Source: an optimization exercise on an open RTL-to-GDS flow (aim: small area, a short achievable clock period and few clock cycles). Production flows keep margins and buffers that such runs may drop. In this exercise RTL edits were held to simulation tests only and were not proved equivalent to the original.

v26:
Design ytydla_cmac, start of the top module:
module ytydla_cmac(ytydla_core_clk,
                   ytydla_core_rst_n,
                   mem2cmac_valid,
                   mem2cmac_dat_0,
                   mem2cmac_dat_1,
                   mem2cmac_dat_2,
                   mem2cmac_dat_3,
                   mem2cmac_dat_4,
                   mem2cmac_dat_5,
                   mem2cmac_dat_6,
                   mem2cmac_dat_7,
                   mem2cmac_dat_size,
                   mem2cmac_wt_0,
                   mem2cmac_wt_1,
                   mem2cmac_wt_2,
                   mem2cmac_wt_3,
                   mem2cmac_wt_4,
                   mem2cmac_wt_5,
                   mem2cmac_wt_6,
                   mem2cmac_wt_7,
                   cmac2mem_result,
                   cmac2mem_valid);
    input                                    ytydla_core_clk;
    input                                    ytydla_core_rst_n;
    input                                    mem2cmac_valid;
    input       [32 - 1:0]  mem2cmac_dat_0;
    input       [32 - 1:0]  mem2cmac_dat_1;
    input       [32 - 1:0]  mem2cmac_dat_2;
    input       [32 - 1:0]  mem2cmac_dat_3;
    input       [32 - 1:0]  mem2cmac_dat_4;
    input       [32 - 1:0]  mem2cmac_dat_5;
    input       [32 - 1:0]  mem2cmac_dat_6;
    input       [32 - 1:0]  mem2cmac_dat_7;
    input       [31:0]                       mem2cmac_dat_size;
    input       [32 - 1:0]  mem2cmac_wt_0;
    input       [32 - 1:0]  mem2cmac_wt_1;
    input       [32 - 1:0]  mem2cmac_wt_2;
    input       [32 - 1:0]  mem2cmac_wt_3;
    input       [32 - 1:0]  mem2cmac_wt_4;
    input       [32 - 1:0]  mem2cmac_wt_5;
    input       [32 - 1:0]  mem2cmac_wt_6;
    input       [32 - 1:0]  mem2cmac_wt_7;
    output  logic  [32 - 1:0]  cmac2mem_result;
    output  logic                               cmac2mem_valid;
    logic [43:0] accS, accC;      
    logic [31:0] dat [8];
    logic [31:0] wt  [8];
    assign dat[0] = mem2cmac_dat_0; assign dat[1] = mem2cmac_dat_1;
    assign dat[2] = mem2cmac_dat_2; assign dat[3] = mem2cmac_dat_3;
    assign dat[4] = mem2cmac_dat_4; assign dat[5] = mem2cmac_dat_5;
    assign dat[6] = mem2cmac_dat_6; assign dat[7] = mem2cmac_dat_7;
  ...
Size in the first run: ~3200 cells after synthesis, roughly 200 flip-flops, ~580 I/O pins, about 30000 um^2 of cells after synthesis.
==> flow/config.mk <==
export PLATFORM = sky130hd
export DESIGN_NAME = ytydla_cmac
export DESIGN_NICKNAME = ytydla_cmac
export VERILOG_FILES = /design/flow/design.v
export SDC_FILE = /design/flow/constraint.sdc
export NUM_CORES = 4
export LEC_CHECK = 0
export CAP_MARGIN = 20
export CORE_MARGIN = 2
export CORE_UTILIZATION = 45
export PLACE_DENSITY = 0.6
export SETUP_SLACK_MARGIN = 4.0
export SLEW_MARGIN = 20
==> flow/constraint.sdc <==
create_clock -name core_clock -period 9.0 [get_ports {ytydla_core_clk}]
set_input_delay 1.8000 -clock core_clock [delete_from_list [all_inputs] [get_ports {ytydla_core_clk}]]
set_output_delay 1.8000 -clock core_clock [all_outputs]
set_load 0.01 [all_outputs]
standard.sh (not shown) runs the stock make flow with config.mk's settings and CLKGATE_MAP_FILE= SYNTH_SCRIPT=/design/flow/synth_recipe.tcl, a recipe that flattens the netlist after the stock synthesis.
==> flow/flow/run.sh <==
#!/bin/bash
# The standard layout (the standard.sh, all ORFS steps unchanged), except that the port
# buffers that global placement inserts use the plain sky130 buffer cell named below instead
# of the cell buffer_ports picks by default (a clock delay buffer).
set -euo pipefail
export BUFFER_PORTS_ARGS="-buffer_cell sky130_fd_sc_hd__buf_1"
bash standard.sh > standard_flow.log 2>&1
v26 | status: complete | timing, DRC, antenna: pass
Testbench counts of v26, summed over its fixed seeds: cycles 16,597.
Input-level comparison between v53 and v26:
Settings: SETUP_SLACK_MARGIN changed from 4.0 to 5.0.
## What came out
Min global-route usage over all layers across v53 and v26: v26
What v53 reported for number of ordinary and repair buffers in the finished layout has to be multiplied by 0.71 to get the figure for v26.
v53 supports a higher top clock frequency than v26.
Delta(utilization, v53 - v26) > 0
Half-perimeter wire length after detailed placement in v53 is 1.8 mm lower than in v26
In the tables for v53 and v26, sequential share of layout area reads lower with v53.
Critical path depth, v53 and v26: larger value in v26
--- input diff v53..v32 ---
Settings: putting CTS_CLUSTER_SIZE at 40 where nothing was set; swapping 5.0 for 4.0 in SETUP_SLACK_MARGIN; putting CTS_CLUSTER_DIAMETER at 150 where nothing was set.
### Flow results
- Master of the slowest instance on the critical path: a2111oi_4 -> v53, fa_2 -> v32
- Going from v53 to v32, the global-route wire length before repair was found to have gone down by 3.3%.
- The core of v32 is less densely filled than that of v53.

ytydla_cmac again, from the RTL that the note above started with.
export LEC_CHECK = 0
export CAP_MARGIN = 20
export CORE_MARGIN = 2
export CORE_UTILIZATION = 45
export PLACE_DENSITY = 0.6
export SETUP_SLACK_MARGIN = 4.25
export SLEW_MARGIN = 20
create_clock -name core_clock -period 9.0 [get_ports {ytydla_core_clk}]
Scripts as last shown in full above: flow/flow/run.sh
The starting point completed with no timing, DRC or antenna violations.
Testbench counts at the start, summed over its fixed seeds: cycles 16,597.
==> next run, changes <==
Settings changed: SETUP_SLACK_MARGIN 4.25 to 3.5.
After rerunning: First-iteration DRC count rose by a few percent. Wire length rose by a few percent. Area after synthesis does not change. Register-to-register slack gets worse by 0.69 ns. Non-clock buffer count fell by 57. Setup slack gets worse by 0.46 ns. Maximum frequency fell by a little under a tenth. Cell area fell by a few percent.
==> next run, changes <==
Settings changed: PLACE_DENSITY 0.6 to 0.5, SETUP_SLACK_MARGIN 3.5 to 4.0.
=> Die area does not change; setup slack gains 0.35 ns; flip-flop and latch count is unchanged; via count stays flat; first-iteration DRC count went down by roughly a tenth; area after synthesis stays the same; hold slack is about the same.
==> next run, changes <==
Settings changed: CORE_UTILIZATION 45 to 55, PLACE_DENSITY 0.5 to 0.7.
What happened: The new run finished with timing, DRC and antenna clean; final area falls slightly; routed wire length rises by a little under a tenth; die area falls by about a fifth; worst hold slack improves by 0.052 ns; global-route usage rises by 12 points.

[what the ideal ports hide]
Ports are ideal in the flow. The routed layouts listed here were re-timed in OpenROAD.
Step 1 (the two cells are an assumption about what drives the block):
set clk [get_ports {ytydla_core_clk}]
set_driving_cell -lib_cell sky130_fd_sc_hd__clkbuf_16 $clk
set_driving_cell -lib_cell sky130_fd_sc_hd__buf_2 [delete_from_list [all_inputs] $clk]
Step 2, shift: input delay + t, output delay - t, t = (earliest + latest rising clock arrival at the registers) / 2. This alone moves slack from input paths to output paths.
a / b / c = ideal / step 1 / step 2; a / b = the first two.
| run | t, ns | slack for setup (ns) | worst setup path after step 2 | slew at the worst register clock pin (ns) |
|---|---|---|---|---|
| v26 | 0.569 | 4.028 / 3.972 / 3.587 | input to register | 0.09 / 0.09 |
| v53 | 0.569 | 4.076 / 4.013 / 4.271 | input to register | 0.09 / 0.09 |
| v32 | 0.569 | 4.028 / 3.972 / 3.587 | input to register | 0.09 / 0.09 |
| the first run of note 2 | 0.567 | 4.095 / 4.042 / 3.907 | input to register | 0.11 / 0.11 |
| the second run of note 2 | 0.570 | 3.631 / 3.573 / 3.565 | input to register | 0.09 / 0.09 |
| the third run of note 2 | 0.564 | 3.984 / 3.932 / 3.627 | input to register | 0.10 / 0.10 |
| the fourth run of note 2 | 0.546 | 3.905 / 3.851 / 3.530 | input to register | 0.09 / 0.09 |
After both steps every run listed still meets setup and hold.
